Source: an optimization exercise on an open RTL-to-GDS flow (aim: low power). Production flows keep margins and buffers that such runs may drop. Where RTL was checked, it was by simulation tests only, not by an equivalence proof against the original.

==> garnet: inputs <==
## pipeline_md5
module pipeline_md5(
    input clk,
    input [63:0] num,
    output reg [127:0] answer,
    output reg [63:0] currnum
    );
Settings: LEC_CHECK=0, CAP_MARGIN=20, CORE_MARGIN=2, CORE_UTILIZATION=40, GPL_ROUTABILITY_DRIVEN=0, GPL_TIMING_DRIVEN=0, PLACE_DENSITY=0.9, SLEW_MARGIN=20; clock period 9.0 ns.
standard.sh (not shown) runs the stock make flow with config.mk's settings and CLKGATE_MAP_FILE= SYNTH_SCRIPT=/design/flow/synth_recipe.tcl, a recipe that flattens the netlist after the stock synthesis.
==> flow/flow/run.sh <==
#!/bin/bash
# The standard layout, with clock tree synthesis told not to add dummy loads
# (the loads only balance the tree, and each one draws clock power) and to
# cluster more flip-flops on each leaf buffer.
set -euo pipefail
export CTS_ARGS="-sink_clustering_enable -repair_clock_nets -dont_use_dummy_load -sink_clustering_size 14 -sink_clustering_max_diameter 50 -buf_list {sky130_fd_sc_hd__clkbuf_8}"
bash standard.sh > standard.log 2>&1
==> fjord: changes against garnet <==
--- a/flow/design.v
+++ b/flow/design.v
@@ -275,101 +275,117 @@
 reg [31:0] u30;
 reg [63:0] n30;
 reg [31:0] b31_n;   
 wire [31:0] b31 = ~b31_n;
 reg [31:0] c31;
-reg [31:0] w31;
+reg [31:0] x31_n;   
+wire [31:0] x31 = ~x31_n;
 reg [31:0] u31;
 reg [63:0] n31;
 reg [31:0] b32_n;   
 wire [31:0] b32 = ~b32_n;
 reg [31:0] c32;
-reg [31:0] w32;
+reg [31:0] x32_n;   
+wire [31:0] x32 = ~x32_n;
 reg [31:0] u32;
 reg [63:0] n32;
 reg [31:0] b33_n;   
 wire [31:0] b33 = ~b33_n;
 reg [31:0] c33;
-reg [31:0] w33;
+reg [31:0] x33_n;   
+wire [31:0] x33 = ~x33_n;
 reg [31:0] u33;
 reg [63:0] n33;
 reg [31:0] b34_n;   
 wire [31:0] b34 = ~b34_n;
 reg [31:0] c34;
-reg [31:0] w34;
+reg [31:0] x34_n;   
+wire [31:0] x34 = ~x34_n;
 reg [31:0] u34;
 reg [63:0] n34;
 reg [31:0] b35_n;   
 wire [31:0] b35 = ~b35_n;
 reg [31:0] c35;
-reg [31:0] w35;
+reg [31:0] x35_n;   
+wire [31:0] x35 = ~x35_n;
 reg [31:0] u35;
 reg [63:0] n35;
 reg [31:0] b36_n;   
 wire [31:0] b36 = ~b36_n;
 reg [31:0] c36;
-reg [31:0] w36;
+reg [31:0] x36_n;   
+wire [31:0] x36 = ~x36_n;
 reg [31:0] u36;
 reg [63:0] n36;
 reg [31:0] b37_n;   
 wire [31:0] b37 = ~b37_n;
 reg [31:0] c37;
-reg [31:0] w37;
+reg [31:0] x37_n;   
+wire [31:0] x37 = ~x37_n;
 reg [31:0] u37;
 reg [63:0] n37;
 reg [31:0] b38_n;   
 wire [31:0] b38 = ~b38_n;
 reg [31:0] c38;
-reg [31:0] w38;
+reg [31:0] x38_n;   
+wire [31:0] x38 = ~x38_n;
 reg [31:0] u38;
 reg [63:0] n38;
 reg [31:0] b39_n;   
 wire [31:0] b39 = ~b39_n;
 reg [31:0] c39;
-reg [31:0] w39;
+reg [31:0] x39_n;   
+wire [31:0] x39 = ~x39_n;
 reg [31:0] u39;
 reg [63:0] n39;
 reg [31:0] b40_n;   
 wire [31:0] b40 = ~b40_n;
 reg [31:0] c40;
-reg [31:0] w40;
+reg [31:0] x40_n;   
+wire [31:0] x40 = ~x40_n;
 reg [31:0] u40;
 reg [63:0] n40;
 reg [31:0] b41_n;   
 wire [31:0] b41 = ~b41_n;
 reg [31:0] c41;
-reg [31:0] w41;
+reg [31:0] x41_n;   
+wire [31:0] x41 = ~x41_n;
 reg [31:0] u41;
 reg [63:0] n41;
 reg [31:0] b42_n;   
 wire [31:0] b42 = ~b42_n;
 reg [31:0] c42;
-reg [31:0] w42;
+reg [31:0] x42_n;   
+wire [31:0] x42 = ~x42_n;
 reg [31:0] u42;
 reg [63:0] n42;
 reg [31:0] b43_n;   
 wire [31:0] b43 = ~b43_n;
 reg [31:0] c43;
-reg [31:0] w43;
+reg [31:0] x43_n;   
+wire [31:0] x43 = ~x43_n;
 reg [31:0] u43;
 reg [63:0] n43;
 reg [31:0] b44_n;   
 wire [31:0] b44 = ~b44_n;
 reg [31:0] c44;
-reg [31:0] w44;
+reg [31:0] x44_n;   
+wire [31:0] x44 = ~x44_n;
 reg [31:0] u44;
 reg [63:0] n44;
 reg [31:0] b45_n;   
 wire [31:0] b45 = ~b45_n;
 reg [31:0] c45;
-reg [31:0] w45;
+reg [31:0] x45_n;   
+wire [31:0] x45 = ~x45_n;
 reg [31:0] u45;
 reg [63:0] n45;
 reg [31:0] b46_n;   
 wire [31:0] b46 = ~b46_n;
 reg [31:0] c46;
-reg [31:0] w46;
+reg [31:0] x46_n;   
+wire [31:0] x46 = ~x46_n;
 reg [31:0] u46;
 reg [63:0] n46;
 reg [31:0] b47_n;   
 wire [31:0] b47 = ~b47_n;
 reg [31:0] c47;
@@ -823,197 +839,197 @@
 wire [31:0] y31 = add_bk(b30, {t31[11:0], t31[31:12]});
 wire [31:0] un31 = add_rc(d30, 32'hfffa3942);
 always @(posedge clk) begin
   b31_n <= ~(y31);
   c31 <= b30;
-  w31 <= un31 ^ b30 ^ c30;
+  x31_n <= ~(b30 ^ c30);
   u31 <= un31;
   n31 <= n30;
 end
-wire [31:0] dd32 = w31 ^ u31 ^ c31;
-wire [31:0] p32 = b31 ^ w31;
-wire [31:0] t32 = add_bkpg(p32, u31 & ~p32);
+wire [31:0] dd32 = x31 ^ c31;
+wire [31:0] f32 = (b31 ^ x31);
+wire [31:0] t32 = add_bk(u31, f32);
 wire [31:0] y32 = add_bk(b31, {t32[27:0], t32[31:28]});
 wire [31:0] un32 = add_rc(dd32, 32'h8771f681);
 always @(posedge clk) begin
   b32_n <= ~(y32);
   c32 <= b31;
-  w32 <= un32 ^ b31 ^ c31;
+  x32_n <= ~(b31 ^ c31);
   u32 <= un32;
   n32 <= n31;
 end
-wire [31:0] dd33 = w32 ^ u32 ^ c32;
-wire [31:0] p33 = b32 ^ w32;
-wire [31:0] t33 = add_bkpg(p33, u32 & ~p33);
+wire [31:0] dd33 = x32 ^ c32;
+wire [31:0] f33 = (b32 ^ x32);
+wire [31:0] t33 = add_bk(u32, f33);
 wire [31:0] y33 = add_bk(b32, {t33[20:0], t33[31:21]});
 wire [31:0] un33 = add_rc(dd33, 32'h6d9d6122);
 always @(posedge clk) begin
   b33_n <= ~(y33);
   c33 <= b32;
-  w33 <= un33 ^ b32 ^ c32;
+  x33_n <= ~(b32 ^ c32);
   u33 <= un33;
   n33 <= n32;
 end
-wire [31:0] dd34 = w33 ^ u33 ^ c33;
-wire [31:0] p34 = b33 ^ w33;
-wire [31:0] t34 = add_bkpg(p34, u33 & ~p34);
+wire [31:0] dd34 = x33 ^ c33;
+wire [31:0] f34 = (b33 ^ x33);
+wire [31:0] t34 = add_bk(u33, f34);
 wire [31:0] y34 = add_bk(b33, {t34[15:0], t34[31:16]});
 wire [31:0] un34 = add_rc(dd34, 32'hfde5384c);
 always @(posedge clk) begin
   b34_n <= ~(y34);
   c34 <= b33;
-  w34 <= un34 ^ b33 ^ c33;
+  x34_n <= ~(b33 ^ c33);
   u34 <= un34;
   n34 <= n33;
 end
-wire [31:0] dd35 = w34 ^ u34 ^ c34;
-wire [31:0] p35 = b34 ^ w34;
-wire [31:0] t35 = add_bkpg(p35, u34 & ~p35);
+wire [31:0] dd35 = x34 ^ c34;
+wire [31:0] f35 = (b34 ^ x34);
+wire [31:0] t35 = add_bk(u34, f35);
 wire [31:0] y35 = add_bk(b34, {t35[8:0], t35[31:9]});
 wire [31:0] un35 = add3_bk(dd35, {n34[7:0], n34[15:8], n34[23:16], n34[31:24]}, 32'ha4beea44);
 always @(posedge clk) begin
   b35_n <= ~(y35);
   c35 <= b34;
-  w35 <= un35 ^ b34 ^ c34;
+  x35_n <= ~(b34 ^ c34);
   u35 <= un35;
   n35 <= n34;
 end
-wire [31:0] dd36 = w35 ^ u35 ^ c35;
-wire [31:0] p36 = b35 ^ w35;
-wire [31:0] t36 = add_bkpg(p36, u35 & ~p36);
+wire [31:0] dd36 = x35 ^ c35;
+wire [31:0] f36 = (b35 ^ x35);
+wire [31:0] t36 = add_bk(u35, f36);
 wire [31:0] y36 = add_bk(b35, {t36[27:0], t36[31:28]});
 wire [31:0] un36 = add_rc(dd36, 32'h4bdecfa9);
 always @(posedge clk) begin
   b36_n <= ~(y36);
   c36 <= b35;
-  w36 <= un36 ^ b35 ^ c35;
+  x36_n <= ~(b35 ^ c35);
   u36 <= un36;
   n36 <= n35;
 end
-wire [31:0] dd37 = w36 ^ u36 ^ c36;
-wire [31:0] p37 = b36 ^ w36;
-wire [31:0] t37 = add_bkpg(p37, u36 & ~p37);
+wire [31:0] dd37 = x36 ^ c36;
+wire [31:0] f37 = (b36 ^ x36);
+wire [31:0] t37 = add_bk(u36, f37);
 wire [31:0] y37 = add_bk(b36, {t37[20:0], t37[31:21]});
 wire [31:0] un37 = add_rc(dd37, 32'hf6bb4b60);
 always @(posedge clk) begin
   b37_n <= ~(y37);
   c37 <= b36;
-  w37 <= un37 ^ b36 ^ c36;
+  x37_n <= ~(b36 ^ c36);
   u37 <= un37;
   n37 <= n36;
 end
-wire [31:0] dd38 = w37 ^ u37 ^ c37;
-wire [31:0] p38 = b37 ^ w37;
-wire [31:0] t38 = add_bkpg(p38, u37 & ~p38);
+wire [31:0] dd38 = x37 ^ c37;
+wire [31:0] f38 = (b37 ^ x37);
+wire [31:0] t38 = add_bk(u37, f38);
 wire [31:0] y38 = add_bk(b37, {t38[15:0], t38[31:16]});
 wire [31:0] un38 = add_rc(dd38, 32'hbebfbc70);
 always @(posedge clk) begin
   b38_n <= ~(y38);
   c38 <= b37;
-  w38 <= un38 ^ b37 ^ c37;
+  x38_n <= ~(b37 ^ c37);
   u38 <= un38;
   n38 <= n37;
 end
-wire [31:0] dd39 = w38 ^ u38 ^ c38;
-wire [31:0] p39 = b38 ^ w38;
-wire [31:0] t39 = add_bkpg(p39, u38 & ~p39);
+wire [31:0] dd39 = x38 ^ c38;
+wire [31:0] f39 = (b38 ^ x38);
+wire [31:0] t39 = add_bk(u38, f39);
 wire [31:0] y39 = add_bk(b38, {t39[8:0], t39[31:9]});
 wire [31:0] un39 = add_rc(dd39, 32'h289b7ec6);
 always @(posedge clk) begin
   b39_n <= ~(y39);
   c39 <= b38;
-  w39 <= un39 ^ b38 ^ c38;
+  x39_n <= ~(b38 ^ c38);
   u39 <= un39;
   n39 <= n38;
 end
-wire [31:0] dd40 = w39 ^ u39 ^ c39;
-wire [31:0] p40 = b39 ^ w39;
-wire [31:0] t40 = add_bkpg(p40, u39 & ~p40);
+wire [31:0] dd40 = x39 ^ c39;
+wire [31:0] f40 = (b39 ^ x39);
+wire [31:0] t40 = add_bk(u39, f40);
 wire [31:0] y40 = add_bk(b39, {t40[27:0], t40[31:28]});
 wire [31:0] un40 = add3_bk(dd40, {n39[39:32], n39[47:40], n39[55:48], n39[63:56]}, 32'heaa127fa);
 always @(posedge clk) begin
   b40_n <= ~(y40);
   c40 <= b39;
-  w40 <= un40 ^ b39 ^ c39;
+  x40_n <= ~(b39 ^ c39);
   u40 <= un40;
   n40 <= n39;
 end
-wire [31:0] dd41 = w40 ^ u40 ^ c40;
-wire [31:0] p41 = b40 ^ w40;
-wire [31:0] t41 = add_bkpg(p41, u40 & ~p41);
+wire [31:0] dd41 = x40 ^ c40;
+wire [31:0] f41 = (b40 ^ x40);
+wire [31:0] t41 = add_bk(u40, f41);
 wire [31:0] y41 = add_bk(b40, {t41[20:0], t41[31:21]});
 wire [31:0] un41 = add_rc(dd41, 32'hd4ef3085);
 always @(posedge clk) begin
   b41_n <= ~(y41);
   c41 <= b40;
-  w41 <= un41 ^ b40 ^ c40;
+  x41_n <= ~(b40 ^ c40);
   u41 <= un41;
   n41 <= n40;
 end
-wire [31:0] dd42 = w41 ^ u41 ^ c41;
-wire [31:0] p42 = b41 ^ w41;
-wire [31:0] t42 = add_bkpg(p42, u41 & ~p42);
+wire [31:0] dd42 = x41 ^ c41;
+wire [31:0] f42 = (b41 ^ x41);
+wire [31:0] t42 = add_bk(u41, f42);
 wire [31:0] y42 = add_bk(b41, {t42[15:0], t42[31:16]});
 wire [31:0] un42 = add_rc(dd42, 32'h04881d05);
 always @(posedge clk) begin
   b42_n <= ~(y42);
   c42 <= b41;
-  w42 <= un42 ^ b41 ^ c41;
+  x42_n <= ~(b41 ^ c41);
   u42 <= un42;
   n42 <= n41;
 end
-wire [31:0] dd43 = w42 ^ u42 ^ c42;
-wire [31:0] p43 = b42 ^ w42;
-wire [31:0] t43 = add_bkpg(p43, u42 & ~p43);
+wire [31:0] dd43 = x42 ^ c42;
+wire [31:0] f43 = (b42 ^ x42);
+wire [31:0] t43 = add_bk(u42, f43);
 wire [31:0] y43 = add_bk(b42, {t43[8:0], t43[31:9]});
 wire [31:0] un43 = add_rc(dd43, 32'hd9d4d039);
 always @(posedge clk) begin
   b43_n <= ~(y43);
   c43 <= b42;
-  w43 <= un43 ^ b42 ^ c42;
+  x43_n <= ~(b42 ^ c42);
   u43 <= un43;
   n43 <= n42;
 end
-wire [31:0] dd44 = w43 ^ u43 ^ c43;
-wire [31:0] p44 = b43 ^ w43;
-wire [31:0] t44 = add_bkpg(p44, u43 & ~p44);
+wire [31:0] dd44 = x43 ^ c43;
+wire [31:0] f44 = (b43 ^ x43);
+wire [31:0] t44 = add_bk(u43, f44);
 wire [31:0] y44 = add_bk(b43, {t44[27:0], t44[31:28]});
 wire [31:0] un44 = add_rc(dd44, 32'he6db99e5);
 always @(posedge clk) begin
   b44_n <= ~(y44);
   c44 <= b43;
-  w44 <= un44 ^ b43 ^ c43;
+  x44_n <= ~(b43 ^ c43);
   u44 <= un44;
   n44 <= n43;
 end
-wire [31:0] dd45 = w44 ^ u44 ^ c44;
-wire [31:0] p45 = b44 ^ w44;
-wire [31:0] t45 = add_bkpg(p45, u44 & ~p45);
+wire [31:0] dd45 = x44 ^ c44;
+wire [31:0] f45 = (b44 ^ x44);
+wire [31:0] t45 = add_bk(u44, f45);
 wire [31:0] y45 = add_bk(b44, {t45[20:0], t45[31:21]});
 wire [31:0] un45 = add_rc(dd45, 32'h1fa27cf8);
 always @(posedge clk) begin
   b45_n <= ~(y45);
   c45 <= b44;
-  w45 <= un45 ^ b44 ^ c44;
+  x45_n <= ~(b44 ^ c44);
   u45 <= un45;
   n45 <= n44;
 end
-wire [31:0] dd46 = w45 ^ u45 ^ c45;
-wire [31:0] p46 = b45 ^ w45;
-wire [31:0] t46 = add_bkpg(p46, u45 & ~p46);
+wire [31:0] dd46 = x45 ^ c45;
+wire [31:0] f46 = (b45 ^ x45);
+wire [31:0] t46 = add_bk(u45, f46);
 wire [31:0] y46 = add_bk(b45, {t46[15:0], t46[31:16]});
 wire [31:0] un46 = add_rc(dd46, 32'hc4ac56e5);
 always @(posedge clk) begin
   b46_n <= ~(y46);
   c46 <= b45;
-  w46 <= un46 ^ b45 ^ c45;
+  x46_n <= ~(b45 ^ c45);
   u46 <= un46;
   n46 <= n45;
 end
-wire [31:0] dd47 = w46 ^ u46 ^ c46;
-wire [31:0] p47 = b46 ^ w46;
-wire [31:0] t47 = add_bkpg(p47, u46 & ~p47);
+wire [31:0] dd47 = x46 ^ c46;
+wire [31:0] f47 = (b46 ^ x46);
+wire [31:0] t47 = add_bk(u46, f47);
 wire [31:0] y47 = add_bk(b46, {t47[8:0], t47[31:9]});
 wire [31:0] un47 = add3_bk(dd47, {n46[39:32], n46[47:40], n46[55:48], n46[63:56]}, 32'hf4292244);
 always @(posedge clk) begin
   b47_n <= ~(y47);
   c47 <= b46;
==> flow/flow/run.sh (replaced) <==
#!/bin/bash
# The standard layout, with clock tree synthesis told not to add dummy loads
# (the loads only balance the tree, and each one draws clock power) and to
# cluster more flip-flops on each leaf buffer.
set -euo pipefail
export CTS_ARGS="-sink_clustering_enable -repair_clock_nets -dont_use_dummy_load -sink_clustering_size 16 -sink_clustering_max_diameter 50 -buf_list {sky130_fd_sc_hd__clkbuf_8}"
bash standard.sh > standard.log 2>&1
==> comparison table <==
                                                                fjord              garnet
Metal1 wirelength                                              418.3 mm            415.7 mm
Cell area after synthesis                                   484100 um^2         483000 um^2
FF+latch area                                               242800 um^2         242800 um^2
Buffers excl. clock                                                 256                 319
Hold path start                                                 n19[12]             n19[32]
# nets final                                                      50051               49718
Mapped Nets                                                       48909               48423
Proportion of cell area occupied by multi-input gates            41.48%              41.55%
Number of setup buffers added after CTS                               0                  19
Result of the run                              timing/DRC/antenna clean     failed layout checks
Violated checks                                                       -  antenna violations
Count of cells resized by post-cts repair                             0                 132
Global-route track usage on met3                                 3.825%              4.221%
For garnet, only the layout was checked, not whether the RTL still works.

==> separate check: timing with driven ports <==
Ports are ideal in the flow. The routed layouts listed here were re-timed in OpenROAD. Step 1 sets driving cells, clkbuf_16 on the clock port and buf_2 on the other inputs (assumed; they add their load-dependent delay and slew). Step 2 also shifts input and output timing later by t, the mid clock arrival at the registers, as if the neighbouring blocks saw the same clock. Three values: ideal, step 1, step 2; two values: the first two.
run | shift t [ns] | setup WS [ns] | hold slack, ns | slew at the worst register clock pin (ns)
garnet | 1.465 | 0.200 / 0.200 / 0.108 | 0.217 / 0.217 / 0.217 | 0.10 / 0.10
fjord | 1.452 | 1.026 / 1.026 / 1.026 | 0.223 / 0.223 / 0.223 | 0.12 / 0.12
The setup slack of garnet, which loses most, moves by 0.000 ns with the drivers and by -0.092 ns with both steps.
